From an optimization exercise on the open Yosys and OpenROAD flow, aimed at small area; shortcuts taken in it are not production practice.
At most, simulation tests tie the RTL to the original design; equivalence was not proved.
Power figures rest on the tool's default switching activity, not on a simulated workload. The flow treats the clock pin as an ideal source, which a real chip does not have.

run 1:
## busmux
module busmux #(
    parameter DATAW = 32
) (
    input  wire               i_clk,
    input  wire               i_rst,
    input  wire               i_stb,
    input  wire               i_we,
    input  wire [7:0]         i_addr,
    input  wire [(DATAW-1):0] i_data,
    output wire               o_ack,
    output wire [(DATAW-1):0] o_data,
    output wire               o_xor
);
Size in the first run: ~1,700 cells after synthesis, ~540 flip-flops, ~78 I/O pins.
clock: 6.0 ns
lec_check: 0
cap_margin: 20
core_margin: 2
core_utilization: 65
cts_cluster_diameter: 150
cts_cluster_size: 30
slew_margin: 20
synth_hierarchical: 1
run.sh (not shown) runs the stock make flow with config.mk's settings and CLKGATE_MAP_FILE= SYNTH_SCRIPT=/design/flow/synth_recipe.tcl, a recipe that flattens the netlist after the stock synthesis.
Run 1 | stages: all done | timing, DRC, antenna: all pass
### run 1 -> run 2
Settings: CORE_UTILIZATION changed from 65 to 40.
==> flow/flow/run.sh (new file) <==
#!/bin/bash
set -euo pipefail
export BUFFER_PORTS_ARGS="-buffer_cell sky130_fd_sc_hd__buf_1"
bash standard.sh finish > orfs_make.log 2>&1
==> flow/standard.sh (new file) <==
#!/bin/bash
# synth_recipe.tcl (not shown) runs the flow's synth.tcl, then flattens the netlist and writes it again
# the make line also repeats each setting of config.mk as NAME=value (left out here)
make -C /OpenROAD-flow-scripts/flow DESIGN_CONFIG=/design/flow/config.mk WORK_HOME=/design/flow/orfs CLKGATE_MAP_FILE= SYNTH_SCRIPT=/design/flow/synth_recipe.tcl "${@:-finish}"
removed: flow/run.sh
==> comparison <==
- Changes observed in run 2 relative to run 1: global-route track usage on met1 saw a decrease; area growth from synthesis to final layout saw a decrease; iteration count of the initial detailed-routing pass saw a decrease; final standard cell utilization of the core saw a decrease; die area saw an increase.
- Delta(post-route cell area, run 2 - run 1) < 0
- Looking at overall fraction of global-route tracks in use, run 2 sits 13 points lower than run 1 does.
- Diff run 1 and run 2: first-iteration DRC count higher in run 2
- Looking at transition time at the pin with the least slew margin, run 2 sits 0.13 ns lower than run 1 does.
Modified inputs, run 3 compared to run 2
==> flow/run.sh (new file) <==
#!/bin/bash
# synth_recipe.tcl (not shown) runs the flow's synth.tcl, then flattens the netlist and writes it again
# the make line also repeats each setting of config.mk as NAME=value (left out here)
make -C /OpenROAD-flow-scripts/flow DESIGN_CONFIG=/design/flow/config.mk WORK_HOME=/design/flow/orfs CLKGATE_MAP_FILE= SYNTH_SCRIPT=/design/flow/synth_recipe.tcl finish
removed: flow/flow/run.sh
removed: flow/standard.sh
### Flow results
- Hold slack delta (run 2 -> run 3): insignificant
- Cmp run 3 and run 2 / total power / lower: run 2
- Compared with run 2, in run 3 data arrival time at the worst-slack endpoint shows an increase of 0.40 ns; filler-free cell count of the finished design held steady; clock power flat.
- In run 3 the logic depth of the worst setup path including buffers turned out 1 higher than in run 2.

========
juniper:
Another version of the RTL of busmux (not shown whole).
Size: ~1500 cells after synthesis, roughly 540 flip-flops, ~78 I/O pins.
==> flow/design.v (excerpt) <==
module busmux #(
    parameter DATAW = 32
) (
    input  wire               i_clk,
    input  wire               i_rst,
    input  wire               i_stb,
    input  wire               i_we,
    input  wire [7:0]         i_addr,
    input  wire [(DATAW-1):0] i_data,
    output wire               o_ack,
    output wire [(DATAW-1):0] o_data,
    output wire               o_xor
);
    localparam NREG = 14;
    function automatic [(NREG-1):0] wsel(input [1:0] g, input [2:0] s);
        begin
            wsel[0]  = (g == 2'd0) && !s[0];
            wsel[1]  = (g == 2'd0) &&  s[0];
            wsel[2]  = (g == 2'd1) && (s[1:0] == 2'd0);
            wsel[3]  = (g == 2'd1) && (s[1:0] == 2'd1);
            wsel[4]  = (g == 2'd1) && (s[1:0] == 2'd2);
            wsel[5]  = (g == 2'd2) && (s[1:0] == 2'd0);
            wsel[6]  = (g == 2'd2) && (s[1:0] == 2'd1);
            wsel[7]  = (g == 2'd2) && (s[1:0] == 2'd2);
            wsel[8]  = (g == 2'd2) && (s[1:0] == 2'd3);
            wsel[9]  = (g == 2'd3) && (s == 3'd0);
            wsel[10] = (g == 2'd3) && (s == 3'd1);
            wsel[11] = (g == 2'd3) && (s == 3'd2);
            wsel[12] = (g == 2'd3) && (s == 3'd3);
  ...
export LEC_CHECK = 0
export CAP_MARGIN = 0
export CORE_MARGIN = 2
export CORE_UTILIZATION = 40
export CTS_CLUSTER_DIAMETER = 150
export CTS_CLUSTER_SIZE = 30
export SLEW_MARGIN = 0
export SYNTH_HIERARCHICAL = 1
create_clock -name core_clock -period 6.0 [get_ports {i_clk}]
standard.sh (not shown) runs the stock make flow with config.mk's settings and CLKGATE_MAP_FILE= SYNTH_SCRIPT=/design/flow/synth_recipe.tcl, a recipe that flattens the netlist after the stock synthesis.
==> flow/flow/run.sh <==
#!/bin/bash
set -euo pipefail
export BUFFER_PORTS_ARGS="-buffer_cell sky130_fd_sc_hd__buf_1"
bash standard.sh finish > orfs_make.log 2>&1
juniper: done, clean on timing, DRC and antenna
Input-level comparison between lagoon and juniper:
- CORE_UTILIZATION: 40 -> 55
- SLEW_MARGIN: 0 -> 20
- CAP_MARGIN: 0 -> 20
## What came out
Relative to juniper, met3 track demand over resource in global routing has increased by 1.9 points in lagoon. On power share of the sequential group, juniper tracks lagoon almost exactly. Diff juniper -> lagoon | post-detailed-placement half-perimeter wirelength | down slightly. lagoon: sequential share of cell area is 0.26 points higher than what juniper reported. Looking at worst setup path endpoint, the r_data[11]$_DFF_P_ result is from lagoon; the par[0]$_DFF_P_ one comes from juniper. Summary — number of buffers other than clock buffers in the final layout, lagoon relative to juniper: lower, by 1.7%. The run showing the smaller wire length of the first global-routing pass is juniper. lagoon -> juniper: total chip power flat. Between lagoon and juniper, the quantity of hold-fixing buffers added after cts figures differ only marginally. Summary of lagoon over juniper: max-cap violation count saw little to no change, global-route usage rose 9.9 points.

========
## build 72
Starting RTL as in the previous note.
## busmux
module busmux #(
    parameter DATAW = 32
) (
    input  wire               i_clk,
    input  wire               i_rst,
    input  wire               i_stb,
    input  wire               i_we,
    input  wire [7:0]         i_addr,
    input  wire [(DATAW-1):0] i_data,
    output wire               o_ack,
    output wire [(DATAW-1):0] o_data,
    output wire               o_xor
);
export LEC_CHECK = 0
export CAP_MARGIN = 20
export CORE_MARGIN = 2
export CORE_UTILIZATION = 40
export CTS_CLUSTER_DIAMETER = 150
export CTS_CLUSTER_SIZE = 32
export SLEW_MARGIN = 20
export SYNTH_HIERARCHICAL = 1
create_clock -name core_clock -period 6.0 [get_ports {i_clk}]
Scripts as last shown in full above: flow/flow/run.sh
Build 72 | stages: all done | timing, DRC, antenna: all pass
diff inputs: build 72 => build 15
- PLACE_DENSITY newly set to 0.75
- CTS_CLUSTER_SIZE changed from 32 to 30
### Flow results
Row data required time of the critical path: build 15 higher / build 72 lower. Build 72 -> build 15: total power flat. Area of the multi-input gates of build 15 falls short of that of build 72 slightly. Build 15 vs build 72, via count of the first global-routing pass went up by 709. The setup slack of build 15 is larger than that of build 72. Build 15 reports a lower first-pass GRT wire length than build 72 does. Comparing build 72 and build 15, share of the final layout cell area in multi-input gates is lower on build 15.
> inputs changed (build 15 -> build 48)
- PLACE_DENSITY: 0.75 -> 0.9
[summary]
- Build 15 has a higher total of plain and repair buffers excluding clock buffers than build 48.
- Total area of multi-input combinational cells: build 15 vs build 48 — no meaningful difference
- Diff build 15 -> build 48 | sum of routed wire length over all layers | down slightly
- Looking at worst-path cell with the longest stage delay, the nor2_2 result is from build 48; the clkinv_1 one comes from build 15.
- In terms of power share of the combinational group, build 15 and build 48 differ only marginally.
- There was hardly any difference in area added between synthesis and finish between build 48 and build 15.
- Build 48 and build 15 ended up with roughly the same area of placed instances.
> inputs changed (build 48 -> build 51)
- removing PLACE_DENSITY (formerly 0.9)
Build 51 finished all stages; the layout is clean. Compared with build 48, in build 51 clock power did not really move, worst relative slew slack up 8.3 points. Between build 48 and build 51, the flow reports met2 wire length increasing by more than 10%. On parity-gate share of the synthesized area counting xor and xnor cells, build 51 and build 48 are basically level.
--- input diff build 51..build 78 ---
- putting GPL_ROUTABILITY_DRIVEN at 0 where nothing was set
- putting GPL_TIMING_DRIVEN at 0 where nothing was set
Results
Looking at the reports, build 78 completed the entire flow and the layout it produced met the timing, DRC and antenna checks.
Of build 78 and build 51, build 51 shows the higher wire length, with build 78 below it.
Compared to build 51, build 78 has data-path buffer share of cell area in the final layout 4.2 points higher.
Comparing build 78 against build 51, there is no change at all in count of boundary I/O pins.
Build 78 and build 51 ended up with nearly the same number of remaining DRC errors.
Build 78 -> build 51: count of filler cells inserted in the layout flat
Re pin slew with the least headroom to its limit: build 78 and build 51 aren't equal, and the lower value belongs to build 51.
According to the power report, total power for build 78 is higher than for build 51.
Build 51 leaves less setup margin than build 78.

========
the reference run:
RTL: one of the versions met above, not the one the previous note started from.
Size in the first run: about 1700 cells after synthesis, ~0.019 mm^2 of cells after synthesis.
// busmux
module busmux #(
    parameter DATAW = 32
) (
    input  wire               i_clk,
    input  wire               i_rst,
    input  wire               i_stb,
    input  wire               i_we,
    input  wire [7:0]         i_addr,
    input  wire [(DATAW-1):0] i_data,
    output wire               o_ack,
    output wire [(DATAW-1):0] o_data,
    output wire               o_xor
);
Settings: LEC_CHECK=0, CAP_MARGIN=20, CORE_MARGIN=2, CORE_UTILIZATION=40, CTS_CLUSTER_DIAMETER=120, CTS_CLUSTER_SIZE=34, SLEW_MARGIN=20, SYNTH_HIERARCHICAL=1; clock period 6.0 ns.
Scripts as last shown in full above: flow/flow/run.sh
The reference run finished every step from synthesis to the final layout, and the layout passed the timing, DRC and antenna checks.
Inputs modified between the reference run and the trial run:
# the reference run
export LEC_CHECK = 0
export CAP_MARGIN = 20
export CORE_MARGIN = 2
export CORE_UTILIZATION = 40
export CTS_CLUSTER_DIAMETER = 120
export CTS_CLUSTER_SIZE = 34
export SLEW_MARGIN = 20
export SYNTH_HIERARCHICAL = 1
create_clock -name core_clock -period 6.0 [get_ports {i_clk}]
# the trial run
export LEC_CHECK = 0
export CAP_MARGIN = 20
export CORE_MARGIN = 2
export CORE_UTILIZATION = 40
export CTS_CLUSTER_DIAMETER = 150
export CTS_CLUSTER_SIZE = 30
export SLEW_MARGIN = 20
export SYNTH_HIERARCHICAL = 1
create_clock -name core_clock -period 6.0 [get_ports {i_clk}]
==> flow/flow/run.sh <==
#!/bin/bash
set -euo pipefail
export BUFFER_PORTS_ARGS="-buffer_cell sky130_fd_sc_hd__buf_1"
export RECOVER_POWER=100
bash standard.sh finish > orfs_make.log 2>&1
--- outcome ---
- What the final checks of the trial run revealed, after a flow that finished every stage, was a layout that fails on max-capacitance violations, max-slew violations.
- Relative to the reference run, the overall power of the completed layout measured on the trial run has increased slightly.
- Taking the reference run as the reference, in the trial run total wirelength of the detailed-routed design barely changed; clock period minus final worst setup slack climbed 1.42 ns.
- Worst voltage drop across the vdd grid was lower in the trial run than in the reference run.
- Compared with the reference run, in the trial run switching power of the nets higher; length of routed wiring on met1 flat; longest individual stage delay on the worst path went up by 1.13 ns; clock slew at the register clock pins of the worst setup and hold paths held; count of multi-input gates level.

========
busmux, a different RTL version from the one above (not shown whole).
For scale: ~540 flip-flops, roughly 78 I/O pins, about 20000 sq um of cells after synthesis.
export LEC_CHECK = 0
export CAP_MARGIN = 20
export CORE_MARGIN = 2
export CORE_UTILIZATION = 40
export SLEW_MARGIN = 20
export SYNTH_HIERARCHICAL = 1
create_clock -name core_clock -period 6.0 [get_ports {i_clk}]
run.sh (not shown) runs the stock make flow with config.mk's settings and CLKGATE_MAP_FILE= SYNTH_SCRIPT=/design/flow/synth_recipe.tcl, a recipe that flattens the netlist after the stock synthesis.
Stock flow here: none of the scripts above is used.
Edit:
CTS_CLUSTER_DIAMETER = 150   (was unset)
CTS_CLUSTER_SIZE = 30   (was unset)
Total power drops by about a fifth.
Fmax hardly moves.
Wire length drops slightly.
Clock skew climbs by 6.9 ps.
Worst setup slack is worse by 6.5 ps.
Final cell count drops by a few percent.
Global-route usage drops by 0.53 points.
Cell area drops by a few percent.
Synthesized cell count stays the same.
Via count drops slightly.
Function was not checked in any run of this note: the RTL went through the layout flow alone.

========
busmux, a different RTL version from the one above (not shown whole).
Size: roughly 1700 cells after synthesis, roughly 20000 µm² of cells after synthesis.
Settings: LEC_CHECK=0, CAP_MARGIN=20, CORE_MARGIN=2, CORE_UTILIZATION=40, CTS_BUF_LIST=sky130_fd_sc_hd__clkbuf_4 sky130_fd_sc_hd__clkbuf_8, SLEW_MARGIN=20, SYNTH_HIERARCHICAL=1; clock period 6.0 ns.
Change:
Settings changed: CTS_BUF_LIST sky130_fd_sc_hd__clkbuf_4 sky130_fd_sc_hd__clkbuf_8 to default.
Power went up by 0.47%.
Design area drops by 0.42%.
Setup slack got worse by 9.7 ps.
Die area stays the same.
Synthesized cell count stays the same.
Cell count shrinks by about 2.4%.
Flip-flop and latch count does not change.
Global-route usage shrinks by 0.19 points.

-- separate check: timing with driven ports --
How much do the figures lean on ideal ports? The routed layouts below were timed once more, with nothing changed but the port constraints. Step 1 sets driving cells, clkbuf_16 on the clock port and buf_2 on the other inputs (assumed; they add their load-dependent delay and slew). Step 2 also shifts input and output timing later by t, the mid clock arrival at the registers, as if the neighbouring blocks saw the same clock. Three values: ideal ports, drivers, drivers and shift; two values: the first two.
run	t (ns)	setup slack, ns	worst setup path at the end	worst register clock-pin slew, ns	worst data-port slew with drivers (ns)
run 1	0.597	2.390 / 2.419 / 1.822	input to register	0.11 / 0.11	0.04
run 2	0.602	2.861 / 2.895 / 2.293	input to register	0.12 / 0.12	0.04
run 3	0.615	2.400 / 2.426 / 1.810	input to register	0.12 / 0.12	0.04
juniper	0.614	2.256 / 2.256 / 2.185	input to register	0.12 / 0.11	0.04
lagoon	0.603	2.655 / 2.683 / 2.080	input to register	0.11 / 0.11	0.04
build 72	0.608	2.426 / 2.426 / 2.210	input to register	0.12 / 0.12	0.04
build 15	0.612	2.928 / 2.919 / 2.415	input to register	0.11 / 0.11	0.04
build 48	0.604	2.849 / 2.868 / 2.264	input to register	0.12 / 0.12	0.09
build 51	0.612	2.485 / 2.485 / 2.215	input to register	0.11 / 0.11	0.04
build 78	0.617	2.831 / 2.848 / 2.232	input to register	0.11 / 0.11	0.05
the reference run	0.609	2.834 / 2.871 / 2.262	input to register	0.12 / 0.12	0.04
the trial run	0.603	1.412 / 1.439 / 0.836	input to register	0.12 / 0.12	0.04
the first run of note 5	0.656	1.133 / 1.133 / 1.112	input to register	0.06 / 0.06	0.03
the second run of note 5	0.625	1.126 / 1.126 / 1.101	input to register	0.12 / 0.12	0.03
the first run of note 6	0.710	1.624 / 1.624 / 1.295	input to register	0.06 / 0.06	0.04
the second run of note 6	0.655	1.615 / 1.615 / 1.298	input to register	0.07 / 0.07	0.04
The setup slack of build 78, which loses most, moves by +0.017 ns with the drivers and by -0.599 ns with both steps.
